What follows belongs to an exercise in optimizing a design on an open flow for small area; a production flow would make more cautious choices.
Only simulation tests tie the RTL to the original design; equivalence was not proved.
Power is estimated from default activity; no workload was simulated.

== v20 ==
Design top_mac_bfusion, start of the top module:
module top_mac_bfusion (clk, rst, accu_rst, a, w, config_aw, z);
export LEC_CHECK = 0
export CAP_MARGIN = 5
export CORE_MARGIN = 2
export CORE_UTILIZATION = 60
export CTS_BUF_LIST = sky130_fd_sc_hd__clkbuf_8
export GPL_TIMING_DRIVEN = 0
export SLEW_MARGIN = 5
create_clock -name core_clock -period 10.0 [get_ports {clk}]
standard.sh (not shown) runs the stock make flow with config.mk's settings and CLKGATE_MAP_FILE= SYNTH_SCRIPT=/design/flow/synth_recipe.tcl, a recipe that flattens the netlist after the stock synthesis.
==> flow/flow/run.sh <==
#!/bin/bash
# Standard ORFS layout with three changes, none of which touches the registers:
#  1. after the standard synthesis the full adders are re-polarised to drop
#     inverters between them (fixpol.py);
#  2. the remaining plain logic is mapped again by ABC for area (reabc.py);
#  3. ports are buffered with the smallest buffer, and the clock tree is
#     built without dummy loads.
set -euo pipefail
W=$PWD
R=$W/orfs/results/${FLOW_PLATFORM}/top_mac_bfusion/base
LIB=$FLOW_HOME/platforms/${FLOW_PLATFORM}/lib/sky130_fd_sc_hd__tt_025C_1v80.lib
YOSYS=$FLOW_HOME/../tools/install/yosys/bin/yosys
[ -x "$YOSYS" ] || YOSYS=yosys
export BUFFER_PORTS_ARGS="-buffer_cell sky130_fd_sc_hd__buf_1"
export CTS_ARGS="-sink_clustering_enable -sink_clustering_size 60 -sink_clustering_max_diameter 400 -repair_clock_nets -buf_list sky130_fd_sc_hd__clkbuf_16 -dont_use_dummy_load"
bash standard.sh "$R/1_2_yosys.v" > synth.log 2>&1
cp "$R/1_2_yosys.v" "$W/1_2_yosys.std.v"
python3 flow/fixpol.py "$R/1_2_yosys.v" --free-logic > fixpol.log 2>&1
mkdir -p "$W/reabc"
python3 flow/reabc.py "$LIB" "$R/1_2_yosys.v" "$W/reabc/mid.v" > reabc_py.log 2>&1
printf 'strash\n&get -n\n&st\n&dch -f\n&nf -R 1000\n&put\ntopo\n' > "$W/reabc/area.script"
cat > "$W/reabc/r.ys" <<EOT
read_liberty -lib $LIB
read_verilog $W/reabc/mid.v
hierarchy -top $FLOW_TOP
proc; opt -fast; techmap; opt -fast
abc -liberty $LIB -script $W/reabc/area.script -dont_use *probe* -dont_use *lpflow* -dont_use *clkdly* -dont_use *dlygate* -dont_use *dlymetal*
opt_clean -purge
hilomap -singleton -hicell sky130_fd_sc_hd__conb_1 HI -locell sky130_fd_sc_hd__conb_1 LO
setundef -zero
splitnets
opt_clean -purge
write_verilog -noattr -noexpr -nohex -nodec $W/reabc/out.v
EOT
"$YOSYS" -l reabc_yosys.log -q "$W/reabc/r.ys" > /dev/null 2>&1
cp "$W/reabc/out.v" "$R/1_2_yosys.v"
python3 flow/fixpol.py "$R/1_2_yosys.v" > fixpol2.log 2>&1
bash standard.sh > layout.log 2>&1
Other scripts of this flow, unchanged in this note and not shown: flow/flow/fixpol.py, flow/flow/reabc.py
Modified inputs, v50 compared to v20
diff --git a/flow/flow/run.sh b/flow/flow/run.sh
--- a/flow/flow/run.sh
+++ b/flow/flow/run.sh
@@ -14,3 +14,3 @@
 export BUFFER_PORTS_ARGS="-buffer_cell sky130_fd_sc_hd__buf_1"
-export CTS_ARGS="-sink_clustering_enable -sink_clustering_size 60 -sink_clustering_max_diameter 400 -repair_clock_nets -buf_list sky130_fd_sc_hd__clkbuf_16 -dont_use_dummy_load"
+export CTS_ARGS="-sink_clustering_enable -repair_clock_nets -buf_list sky130_fd_sc_hd__clkbuf_8 -dont_use_dummy_load"
 bash standard.sh "$R/1_2_yosys.v" > synth.log 2>&1
Results
v50 did not stop at any stage, and its layout met the timing, DRC and antenna checks.
The lower worst-case headroom to the max-slew limit came out of v50.
Comparing v20 and v50, the higher overall fraction of global-route tracks in use is on v20.
v50: combinational group share of total power 0.2 points above v20
Worst hold slack: v50 vs v20 up 5.8 ps
diff inputs: v50 => v15
diff --git a/flow/flow/run.sh b/flow/flow/run.sh
--- a/flow/flow/run.sh
+++ b/flow/flow/run.sh
@@ -14,3 +14,3 @@
 export BUFFER_PORTS_ARGS="-buffer_cell sky130_fd_sc_hd__buf_1"
-export CTS_ARGS="-sink_clustering_enable -repair_clock_nets -buf_list sky130_fd_sc_hd__clkbuf_8 -dont_use_dummy_load"
+export CTS_ARGS="-sink_clustering_enable -sink_clustering_size 30 -sink_clustering_max_diameter 400 -repair_clock_nets -buf_list sky130_fd_sc_hd__clkbuf_8 -dont_use_dummy_load"
 bash standard.sh "$R/1_2_yosys.v" > synth.log 2>&1
==> run notes <==
Row count: v50 vs v15 identical. From v15 to v50, maximum frequency did not move at all. v50 -> v15: non-clock buffer count delta 0, exact match. Diff v15..v50 | worst hold slack | unchanged. Reported for v15 and v50, detailed-route wire length turned out identical to the last digit. Diff v50 -> v15: power in combinational cells shows no meaningful change; power per standard cell area shows no meaningful change. Diff v15..v50 | final instance area | unchanged. Comparing v15 against v50, there is no change at all in via density per instance.

========
top_mac_bfusion, a different RTL version from the one above (not shown whole).
Size: ~640 cells after synthesis, roughly 6200 um2 of cells after synthesis.
clock: 10.0 ns
lec_check: 0
cap_margin: 5
core_margin: 2
core_utilization: 60
cts_buf_list: sky130_fd_sc_hd__clkbuf_8
gpl_timing_driven: 0
slew_margin: 5
==> flow/flow/run.sh <==
#!/bin/bash
# Standard ORFS layout with three changes, none of which touches the registers:
#  1. after the standard synthesis the full adders are re-polarised to drop
#     inverters between them (fixpol.py);
#  2. the remaining plain logic is mapped again by ABC for area (reabc.py);
#  3. ports are buffered with the smallest buffer, and the clock tree is
#     built without dummy loads.
set -euo pipefail
W=$PWD
R=$W/orfs/results/${FLOW_PLATFORM}/top_mac_bfusion/base
LIB=$FLOW_HOME/platforms/${FLOW_PLATFORM}/lib/sky130_fd_sc_hd__tt_025C_1v80.lib
YOSYS=$FLOW_HOME/../tools/install/yosys/bin/yosys
[ -x "$YOSYS" ] || YOSYS=yosys
export BUFFER_PORTS_ARGS="-buffer_cell sky130_fd_sc_hd__buf_1"
export CTS_ARGS="-sink_clustering_enable -repair_clock_nets -buf_list sky130_fd_sc_hd__clkbuf_8 -dont_use_dummy_load"
bash standard.sh "$R/1_2_yosys.v" > synth.log 2>&1
cp "$R/1_2_yosys.v" "$W/1_2_yosys.std.v"
python3 flow/fixpol.py "$R/1_2_yosys.v" --free-logic > fixpol.log 2>&1
mkdir -p "$W/reabc"
python3 flow/reabc.py "$LIB" "$R/1_2_yosys.v" "$W/reabc/mid.v" > reabc_py.log 2>&1
printf 'strash\n&get -n\n&st\n&dch -f\n&nf -R 1000\n&put\ntopo\n' > "$W/reabc/area.script"
cat > "$W/reabc/r.ys" <<EOT
read_liberty -lib $LIB
read_verilog $W/reabc/mid.v
hierarchy -top $FLOW_TOP
proc; opt -fast; techmap; opt -fast
abc -liberty $LIB -script $W/reabc/area.script -dont_use *probe* -dont_use *lpflow* -dont_use *clkdly* -dont_use *dlygate* -dont_use *dlymetal*
opt_clean -purge
hilomap -singleton -hicell sky130_fd_sc_hd__conb_1 HI -locell sky130_fd_sc_hd__conb_1 LO
setundef -zero
splitnets
opt_clean -purge
write_verilog -noattr -noexpr -nohex -nodec $W/reabc/out.v
EOT
"$YOSYS" -l reabc_yosys.log -q "$W/reabc/r.ys" > /dev/null 2>&1
cp "$W/reabc/out.v" "$R/1_2_yosys.v"
python3 flow/fixpol.py "$R/1_2_yosys.v" > fixpol2.log 2>&1
bash standard.sh > layout.log 2>&1
Other scripts of this flow, unchanged in this note and not shown: flow/flow/fixpol.py, flow/flow/reabc.py
The starting point ran to the end with no violations.
Edit:
CORE_UTILIZATION = 65   (was 60)
Result:
- The new run completed without violations
- routed wire length is higher by 1.0%
- clock skew decreases by 0.0069 ns
- setup slack loses 0.047 ns
- final area is about the same
- sequential share of layout area barely changes
- global-route usage came out higher by 3.2 points
- cell count came out lower by 0.79%
- flip-flop and latch count does not change
- via count is higher by 2.5%
- die area came out lower by 7.4%
- non-clock buffer count rises by 2

## re-timing with driven ports
In the flow no input, the clock included, has a driving cell. The finished layouts below were timed again as built, in two steps.
Step 1, drivers: a clkbuf_16 drives clk and a buf_2 each remaining input, both assumed.
Step 2 moves the port delays by t, midway between the first and last clock arrival at a register: inputs arrive t later, outputs are due t later. That takes back most of the time a late clock gives input paths.
Three values: no drivers, after step 1, after step 2; two values: the first two.
| run | shift t [ns] | setup slack, ns | worst data-port slew with drivers (ns) | pins driven straight from the clock port |
|---|---|---|---|---|
| v20 | 0.313 | 0.214 / 0.179 / -0.134 | 0.06 | 1 |
| v50 | 0.322 | 0.239 / 0.223 / -0.099 | 0.06 | 1 |
| v15 | 0.322 | 0.239 / 0.223 / -0.099 | 0.06 | 1 |
| the first run of note 2 | 0.327 | 0.208 / 0.200 / -0.127 | 0.04 | 1 |
| the second run of note 2 | 0.325 | 0.162 / 0.134 / -0.190 | 0.05 | 1 |
Met with ideal ports but missed after step 2: setup timing in every run listed. For the second run of note 2, which loses most, drivers alone change the setup slack by -0.028 ns; drivers and shift together by -0.352 ns.
